This design comes from an exercise in tuning for small area on the open sky130 flow, not from production work. Where RTL was checked, it was by simulation tests only, not by an equivalence proof against the original. Power is estimated from default activity; no workload was simulated.

==> flow/design.v (excerpt) <==
module color_centroid
  (
    input         clk,
    input         rst,           
    input  [2:0]  rgbfilter,     
    input         new_frame_i,   
    output [14:0] orig_addr,
    input  [11:0] orig_pxl,
    output        proc_we,
    output [14:0] proc_addr,
    output [11:0] proc_pxl,
    output [7:0]  centroid,
    output        new_centroid,
    output [2:0]  proximity
  );
For scale: ~200 flip-flops, about 73 I/O pins.
clock: 10.0 ns
lec_check: 0
cap_margin: 20
core_margin: 2
core_utilization: 40
cts_buf_list: sky130_fd_sc_hd__clkbuf_8
cts_cluster_diameter: 60
cts_cluster_size: 20
slew_margin: 20
run.sh (not shown) runs the stock make flow with config.mk's settings and CLKGATE_MAP_FILE= SYNTH_SCRIPT=/design/flow/synth_recipe.tcl, a recipe that flattens the netlist after the stock synthesis.
Next try:
CTS_BUF_LIST = sky130_fd_sc_hd__clkbuf_4   (was sky130_fd_sc_hd__clkbuf_8)
CTS_CLUSTER_DIAMETER = default   (was 60)
CTS_CLUSTER_SIZE = default   (was 20)
Outcome:
- sequential power barely changes
- via count rises by about 4.5%
- cell count grows by 7.1%
- routed wire length rose by about 4%
- synthesized cell count does not change
- clock-buffer cell count rises by 52
No run of this note included a check of the RTL's function; only the layout flow was run.

The RTL this note starts from:
==> flow/design.v <==
module color_centroid
  (
    input         clk,
    input         rst,           
    input  [2:0]  rgbfilter,     
    input         new_frame_i,   
    output [14:0] orig_addr,
    input  [11:0] orig_pxl,
    output        proc_we,
    output [14:0] proc_addr,
    output [11:0] proc_pxl,
    output [7:0]  centroid,
    output        new_centroid,
    output [2:0]  proximity
  );
  reg [14:0] cnt;
  reg        processing;
  reg        we1, we2;
  wire end_cnt = cnt[14] & cnt[11] & cnt[9] & (&cnt[7:0]);  
  always @(posedge clk, posedge rst)
    if (rst) begin
      cnt        <= 15'd0;
      processing <= 1'b0;
      we1        <= 1'b0;
      we2        <= 1'b0;
    end else begin
      we1 <= processing;
      we2 <= we1;
      cnt <= (processing & ~end_cnt) ? cnt + 1'b1 : 15'd0;
      if (processing) begin
        if (end_cnt) processing <= 1'b0;
      end else if (new_frame_i)
        processing <= 1'b1;
    end
  assign orig_addr = cnt;
  assign proc_we   = we2;
  wire        wnorm = processing & we1;
  wire [14:0] cnt_m2 = cnt - 15'd2;
  assign proc_addr = (cnt_m2 & ~({15{~wnorm}} & 15'h3500)) | {14'd0, ~we1};
  wire frame_done = we1 & ~processing;
  assign new_centroid = we2 & ~we1;
  reg [11:0] pxl_rg;
  reg        thr;
  wire [3:0] red = orig_pxl[11:8];
  wire [3:0] grn = orig_pxl[7:4];
  wire [3:0] blu = orig_pxl[3:0];
  wire signed [4:0] d_rg = {1'b0, red} - {1'b0, grn};
  wire signed [4:0] d_rb = {1'b0, red} - {1'b0, blu};
  wire signed [4:0] d_gb = {1'b0, grn} - {1'b0, blu};
  wire v_rg = d_rg >= 5'sd7;
  wire v_gr = d_rg <= -5'sd7;
  wire s_rg = (d_rg >= -5'sd2) && (d_rg <= 5'sd2);
  wire v_rb = d_rb >= 5'sd7;
  wire v_br = d_rb <= -5'sd7;
  wire s_rb = (d_rb >= -5'sd2) && (d_rb <= 5'sd2);
  wire v_gb = d_gb >= 5'sd7;
  wire v_bg = d_gb <= -5'sd7;
  wire s_gb = (d_gb >= -5'sd2) && (d_gb <= 5'sd2);
  wire fr = rgbfilter[2];
  wire fg = rgbfilter[1];
  wire fb = rgbfilter[0];
  wire hi = &{red[3:2], grn[3:2], blu[3:2]};
  wire pass = (~(fr & ~fg) | v_rg) & (~(fr & ~fb) | v_rb) &
              (~(fg & ~fr) | v_gr) & (~(fg & ~fb) | v_gb) &
              (~(fb & ~fr) | v_br) & (~(fb & ~fg) | v_bg) &
              (~(fr & fg) | s_rg) & (~(fr & fb) | s_rb) & (~(fg & fb) | s_gb) &
              (~(fr & fg & fb) | hi);
  always @(posedge clk) begin
    pxl_rg <= orig_pxl;
    thr    <= pass;
  end
  assign proc_pxl = thr ? pxl_rg : 12'd0;
  wire [3:0] ph = cnt[3:0];
  wire       ph1  = (ph == 4'd1);            
  wire       init = (ph == 4'd2);            
  wire       xf   = (ph >= 4'd2) && (ph <= 4'd5);
  reg  [3:0] bk;
  always @(posedge clk)
    if (!processing)
      bk <= 4'd9;
    else if (ph == 4'd5)
      bk <= (bk == 4'd9) ? 4'd0 : bk + 1'b1;
  wire colin = xf ? (bk <= 4'd7) : (bk >= 4'd1 && bk <= 4'd8);
  wire rowin = (cnt >= 15'd1280) && (cnt < 15'd17920);
  wire pi    = thr & colin & rowin;
  reg [3:0] pc;       
  reg [3:0] sh;       
  reg       f_last;   
  always @(posedge clk) begin
    pc <= ph1 ? 4'd0 : pc + {3'd0, pi};
    sh <= ph1 ? pc : {1'b0, sh[3:1]};
    if (ph1 && colin) f_last <= pi;
  end
  wire f_own = ph1 & pi;       
  wire f_grp = ph1 & f_last;   
  wire clr = ~|cnt[14:10];
  wire e_0   = (bk == 4'd1);
  wire e_7   = (bk == 4'd8);
  wire e_l   = (bk >= 4'd1) && (bk <= 4'd4);
  wire e_01  = (bk >= 4'd1) && (bk <= 4'd2);
  wire e_012 = (bk >= 4'd1) && (bk <= 4'd3);
  wire e_67  = (bk >= 4'd7) && (bk <= 4'd8);
  wire e_567 = (bk >= 4'd6) && (bk <= 4'd8);
  reg [15:0] r_t, r_l, r_0, r_01, r_012, r_7, r_67, r_567;
  reg        c_t, c_l, c_0, c_01, c_012, c_7, c_67, c_567;
  wire a_t   = sh[0];
  wire a_l   = e_l   & sh[0];
  wire a_0   = e_0   & sh[0];
  wire a_01  = e_01  & sh[0];
  wire a_012 = e_012 & sh[0];
  wire a_7   = e_7   & sh[0];
  wire a_67  = e_67  & sh[0];
  wire a_567 = e_567 & sh[0];
  wire [1:0] s_t = {(r_t[0] & a_t) | (c_t & (r_t[0] | a_t)), r_t[0] ^ a_t ^ c_t};
  wire [1:0] s_l = {(r_l[0] & a_l) | (c_l & (r_l[0] | a_l)), r_l[0] ^ a_l ^ c_l};
  wire [1:0] s_0 = {(r_0[0] & a_0) | (c_0 & (r_0[0] | a_0)), r_0[0] ^ a_0 ^ c_0};
  wire [1:0] s_01 = {(r_01[0] & a_01) | (c_01 & (r_01[0] | a_01)), r_01[0] ^ a_01 ^ c_01};
  wire [1:0] s_012 = {(r_012[0] & a_012) | (c_012 & (r_012[0] | a_012)), r_012[0] ^ a_012 ^ c_012};
  wire [1:0] s_7 = {(r_7[0] & a_7) | (c_7 & (r_7[0] | a_7)), r_7[0] ^ a_7 ^ c_7};
  wire [1:0] s_67 = {(r_67[0] & a_67) | (c_67 & (r_67[0] | a_67)), r_67[0] ^ a_67 ^ c_67};
  wire [1:0] s_567 = {(r_567[0] & a_567) | (c_567 & (r_567[0] | a_567)), r_567[0] ^ a_567 ^ c_567};
  always @(posedge clk) begin
    r_t   <= {s_t[0]   & ~clr, r_t[15:1]};
    r_l   <= {s_l[0]   & ~clr, r_l[15:1]};
    r_0   <= {s_0[0]   & ~clr, r_0[15:1]};
    r_01  <= {s_01[0]  & ~clr, r_01[15:1]};
    r_012 <= {s_012[0] & ~clr, r_012[15:1]};
    r_7   <= {s_7[0]   & ~clr, r_7[15:1]};
    r_67  <= {s_67[0]  & ~clr, r_67[15:1]};
    r_567 <= {s_567[0] & ~clr, r_567[15:1]};
    c_t   <= s_t[1]   | f_own;
    c_l   <= s_l[1]   | (e_l   & f_grp);
    c_0   <= s_0[1]   | (e_0   & f_own);
    c_01  <= s_01[1]  | (e_01  & f_grp);
    c_012 <= s_012[1] | (e_012 & f_grp);
    c_7   <= s_7[1]   | (e_7   & f_own);
    c_67  <= s_67[1]  | (e_67  & f_grp);
    c_567 <= s_567[1] | (e_567 & f_grp);
  end
  wire t_b = r_t[0];                         
  wire h_b = r_t[1];                         
  wire q_b = r_t[4] & ~(&ph[3:1]);           
  wire u_b = r_l[15];                        
  reg gt_l, side, bw, lt, ge0, ge1, ge2;
  wire a_b = side ? u_b : t_b;
  wire b_b = side ? t_b : u_b;
  wire bwe = bw & ~init;
  wire d_b = a_b ^ b_b ^ bwe;
  wire x0 = side ? r_0[0]   : r_7[0];
  wire x1 = side ? r_01[0]  : r_67[0];
  wire x2 = side ? r_012[0] : r_567[0];
  always @(posedge clk) begin
    gt_l <= (u_b & ~t_b) | (~(u_b ^ t_b) & gt_l & ~init);
    if (init) side <= gt_l;
    bw   <= (~a_b & b_b) | (~(a_b ^ b_b) & bwe);
    lt   <= (~d_b & q_b) | (~(d_b ^ q_b) & lt & ~init);
    ge0  <= (x0 & ~h_b) | (~(x0 ^ h_b) & (ge0 | init));
    ge1  <= (x1 & ~h_b) | (~(x1 ^ h_b) & (ge1 | init));
    ge2  <= (x2 & ~h_b) | (~(x2 ^ h_b) & (ge2 | init));
  end
  wire [13:0] tv = r_t[15:2];
  wire few = ~|tv[13:8] & ~(tv[7] & |tv[6:0]);    
  wire [1:0] k = ge0 ? 2'd0 : ge1 ? 2'd1 : ge2 ? 2'd2 : 2'd3;
  wire [3:0] code_tmp = few ? 4'b0000 : lt ? 4'b0100 : {1'b1, side, k};
  reg [2:0] prox_tmp;
  always @(*)
    if (tv[13])      prox_tmp = 3'd7;
    else if (tv[12]) prox_tmp = tv[11] ? 3'd7 : 3'd6;
    else if (tv[11]) prox_tmp = 3'd5;
    else if (tv[10]) prox_tmp = 3'd4;
    else if (tv[9])  prox_tmp = 3'd3;
    else if (tv[8])  prox_tmp = 3'd2;
    else if (tv[7])  prox_tmp = 3'd1;
    else             prox_tmp = 3'd0;
  reg [3:0] code;
  reg [2:0] prox_o;
  always @(posedge clk, posedge rst)
    if (rst) begin
      code   <= 4'd0;
      prox_o <= 3'd0;
    end else if (frame_done) begin
      code   <= code_tmp;
      prox_o <= prox_tmp;
    end
  wire       cen_c = ~code[3] & code[2];
  wire [3:0] kdec  = {code[1:0] == 2'd3, code[1:0] == 2'd2,
                      code[1:0] == 2'd1, code[1:0] == 2'd0};
  wire [3:0] lft   = {4{code[3] &  code[2]}} & kdec;
  wire [3:0] rgt   = {4{code[3] & ~code[2]}} & kdec;
  assign centroid  = {rgt[0], rgt[1], rgt[2], rgt[3] | cen_c,
                      lft[3] | cen_c, lft[2], lft[1], lft[0]};
  assign proximity = prox_o;
endmodule
==> flow/config.mk <==
export PLATFORM = sky130hd
export DESIGN_NAME = color_centroid
export DESIGN_NICKNAME = color_centroid
export VERILOG_FILES = /design/flow/design.v
export SDC_FILE = /design/flow/constraint.sdc
export NUM_CORES = 4
export LEC_CHECK = 0
export CAP_MARGIN = 20
export CORE_MARGIN = 2
export CORE_UTILIZATION = 40
export CTS_BUF_LIST = sky130_fd_sc_hd__clkbuf_8
export CTS_CLUSTER_DIAMETER = 60
export CTS_CLUSTER_SIZE = 20
export SLEW_MARGIN = 20
==> flow/constraint.sdc <==
create_clock -name core_clock -period 10.0 [get_ports {clk}]
set_input_delay 2.0000 -clock core_clock [delete_from_list [all_inputs] [get_ports {clk}]]
set_output_delay 2.0000 -clock core_clock [all_outputs]
set_load 0.01 [all_outputs]
standard.sh (not shown) runs the stock make flow with config.mk's settings and CLKGATE_MAP_FILE= SYNTH_SCRIPT=/design/flow/synth_recipe.tcl, a recipe that flattens the netlist after the stock synthesis.
==> flow/flow/run.sh <==
#!/bin/bash
set -euo pipefail
WORK=$(pwd)
cp -r "$FLOW_HOME/scripts" "$WORK/orfs_scripts"
cp "$WORK/flow/abc_area_lean.script" "$WORK/orfs_scripts/abc_speed.script"
export SCRIPTS_DIR="$WORK/orfs_scripts"
export BUFFER_PORTS_ARGS="-buffer_cell sky130_fd_sc_hd__buf_1"
export CTS_ARGS="-sink_clustering_enable -repair_clock_nets -dont_use_dummy_load -buf_list sky130_fd_sc_hd__clkbuf_16 -root_buf sky130_fd_sc_hd__clkbuf_16 -sink_clustering_size 30 -sink_clustering_max_diameter 80"
bash standard.sh > orfs_make.log 2>&1
==> flow/flow/abc_area_lean.script <==
strash
dc2
dch -f
amap
topo
stime -c
The starting point finished clean.
Next try:
==> flow/flow/run.sh (replaced) <==
#!/bin/bash
# Standard ORFS layout with two changes: the ports are buffered with the
# smallest plain buffer, and the clock tree options are given explicitly.
set -euo pipefail
export BUFFER_PORTS_ARGS="-buffer_cell sky130_fd_sc_hd__buf_1"

bash standard.sh > orfs_make.log 2>&1
removed: flow/flow/abc_area_lean.script
Outcome:
- core utilization stays flat
- combinational power climbs by a few percent
- clock-buffer cell count does not change
- final area climbs slightly
- synthesized cell count climbs by a few percent
- worst setup slack is better by 1000 ps
- global-route usage drops by 0.28 points
- non-clock buffer count drops by 1
- die area climbs by a few percent
Next try:
--- a/flow/flow/run.sh
+++ b/flow/flow/run.sh
@@ -6 +6 @@
-
+export CTS_ARGS="-sink_clustering_enable -repair_clock_nets -dont_use_dummy_load -buf_list sky130_fd_sc_hd__clkbuf_16 -sink_clustering_size 50 -sink_clustering_max_diameter 150"
=> The new run completed without violations; via count is lower by 0.48%; power rose by 2.6%; wire length came out lower by 0.53%; register-to-register slack improved by 30 ps; global-route usage went down by 0.22 points; cell area stays flat; core utilization increases by 0.11 points; setup slack is better by 79 ps; worst hold slack gets worse by 16 ps; cell count goes down by 1.7%.

Setup of P:
Starts from the design.v that is shown in full above.
clock: 10.0 ns
lec_check: 0
cap_margin: 20
core_margin: 2
core_utilization: 40
cts_buf_list: sky130_fd_sc_hd__clkbuf_8
cts_cluster_diameter: 60
cts_cluster_size: 20
slew_margin: 20
==> flow/flow/run.sh <==
#!/bin/bash
set -euo pipefail
WORK=$(pwd)
cp -r "$FLOW_HOME/scripts" "$WORK/orfs_scripts"
cp "$WORK/flow/abc_area_lean.script" "$WORK/orfs_scripts/abc_speed.script"
export SCRIPTS_DIR="$WORK/orfs_scripts"
export BUFFER_PORTS_ARGS="-buffer_cell sky130_fd_sc_hd__buf_1"
bash standard.sh > orfs_make.log 2>&1
==> flow/flow/abc_area_lean.script <==
strash
dc2
dch -f
amap
topo
stime -c
Input-level comparison between Q and P:
diff --git a/flow/flow/run.sh b/flow/flow/run.sh
--- a/flow/flow/run.sh
+++ b/flow/flow/run.sh
@@ -7,0 +8 @@
+export CTS_ARGS="-sink_clustering_enable -repair_clock_nets -dont_use_dummy_load -buf_list sky130_fd_sc_hd__clkbuf_8 -sink_clustering_size 20 -sink_clustering_max_diameter 60"
Notes after the runs:
No stage failed in Q, and the final checks on the layout all came back clean.
Compared with P, Q shows a lower global-route usage over all layers.
Clock group share of total power | Q below P
Q vs P — routed length on met3 dropped 10%.
The run showing the greater share of cell area taken by flip-flops and latches is Q.
Looking only at design area, and setting everything else aside, the lower value of Q and P goes to Q.
Diff P -> Q: setup slack of the critical path after layout increased by 0.0057 ns relative to the old numbers; post-route fraction of the period consumed by the critical path did not really move; core utilization now sits lower.

color_centroid, a different RTL version from the one above (not shown whole).
Size in the first run: ~180 flip-flops, ~73 I/O pins, ~6300 µm² of cells after synthesis.
clock: 10.0 ns
lec_check: 0
cap_margin: 20
core_margin: 2
core_utilization: 65
place_density: 0.75
slew_margin: 20
==> flow/flow/run.sh <==
#!/bin/bash
set -euo pipefail
WORK=$(pwd)
cp -r "$FLOW_HOME/scripts" "$WORK/orfs_scripts"
cp "$WORK/flow/abc_area_lean.script" "$WORK/orfs_scripts/abc_speed.script"
export SCRIPTS_DIR="$WORK/orfs_scripts"
export BUFFER_PORTS_ARGS="-buffer_cell sky130_fd_sc_hd__buf_1"
export CTS_ARGS="-sink_clustering_enable -repair_clock_nets -dont_use_dummy_load -buf_list sky130_fd_sc_hd__clkbuf_8 -sink_clustering_size 24 -sink_clustering_max_diameter 50"
bash standard.sh > orfs_make.log 2>&1
Scripts as last shown in full above: flow/flow/abc_area_lean.script
The first run finished with timing, DRC and antenna clean.
Change:
==> flow/flow/run.sh (replaced) <==
#!/bin/bash
set -euo pipefail
WORK=$(pwd)
cp -r "$FLOW_HOME/scripts" "$WORK/orfs_scripts"
cp "$WORK/flow/abc_area_lean.script" "$WORK/orfs_scripts/abc_speed.script"
export SCRIPTS_DIR="$WORK/orfs_scripts"
export BUFFER_PORTS_ARGS="-buffer_cell sky130_fd_sc_hd__buf_1"
export CTS_ARGS="-sink_clustering_enable -repair_clock_nets -dont_use_dummy_load -buf_list sky130_fd_sc_hd__clkbuf_8 -sink_clustering_size 20 -sink_clustering_max_diameter 60"
bash standard.sh > orfs_make.log 2>&1
=> Clock-buffer cell count is unchanged; final area does not change; combinational power is about the same; maximum frequency is unchanged; core utilization does not change; global-route usage is unchanged; setup slack is unchanged; routed wire length does not change; via count is unchanged; power is unchanged; synthesized cell count does not change.

## static timing again, ports no longer ideal
No port has a modelled driver above. Below, the same layouts with a new extraction and two added sets of constraints.
Step 1 sets driving cells, clkbuf_16 on the clock port and buf_2 on the other inputs (assumed; they add their load-dependent delay and slew).
Step 2 times the ports against the registers' clock, not the clock port: input delays grow and output delays shrink by t, the midpoint of the rising clock arrivals with the driver on.
Three values: no drivers, after step 1, after step 2; two values: the first two.
| run | t (ns) | setup WS [ns] | clock arrival spread, ns | worst slew at a driven data input, ns | pins driven straight from the clock port |
|---|---|---|---|---|---|
| the first run of note 1 | 0.532 | 5.034 / 4.999 / 5.531 | 0.024 / 0.025 | 0.04 | 1 |
| the second run of note 1 | 0.643 | 4.929 / 4.896 / 5.540 | 0.071 / 0.071 | 0.04 | 1 |
| the first run of note 2 | 0.453 | 4.722 / 4.680 / 5.133 | 0.013 / 0.013 | 0.03 | 1 |
| the second run of note 2 | 0.499 | 5.723 / 5.686 / 5.706 | 0.012 / 0.013 | 0.04 | 1 |
| the third run of note 2 | 0.451 | 5.802 / 5.761 / 5.698 | 0.025 / 0.025 | 0.04 | 1 |
| P | 0.487 | 4.678 / 4.643 / 5.130 | 0.008 / 0.008 | 0.03 | 1 |
| Q | 0.475 | 4.684 / 4.648 / 5.123 | 0.020 / 0.020 | 0.03 | 1 |
| the first run of note 4 | 0.465 | 4.978 / 4.942 / 5.406 | 0.045 / 0.045 | 0.04 | 1 |
| the second run of note 4 | 0.465 | 4.978 / 4.942 / 5.406 | 0.045 / 0.045 | 0.04 | 1 |
After both steps setup and hold are still met in every run listed. The setup slack of the third run of note 2, which loses most, moves by -0.041 ns with the drivers and by -0.104 ns with both steps.
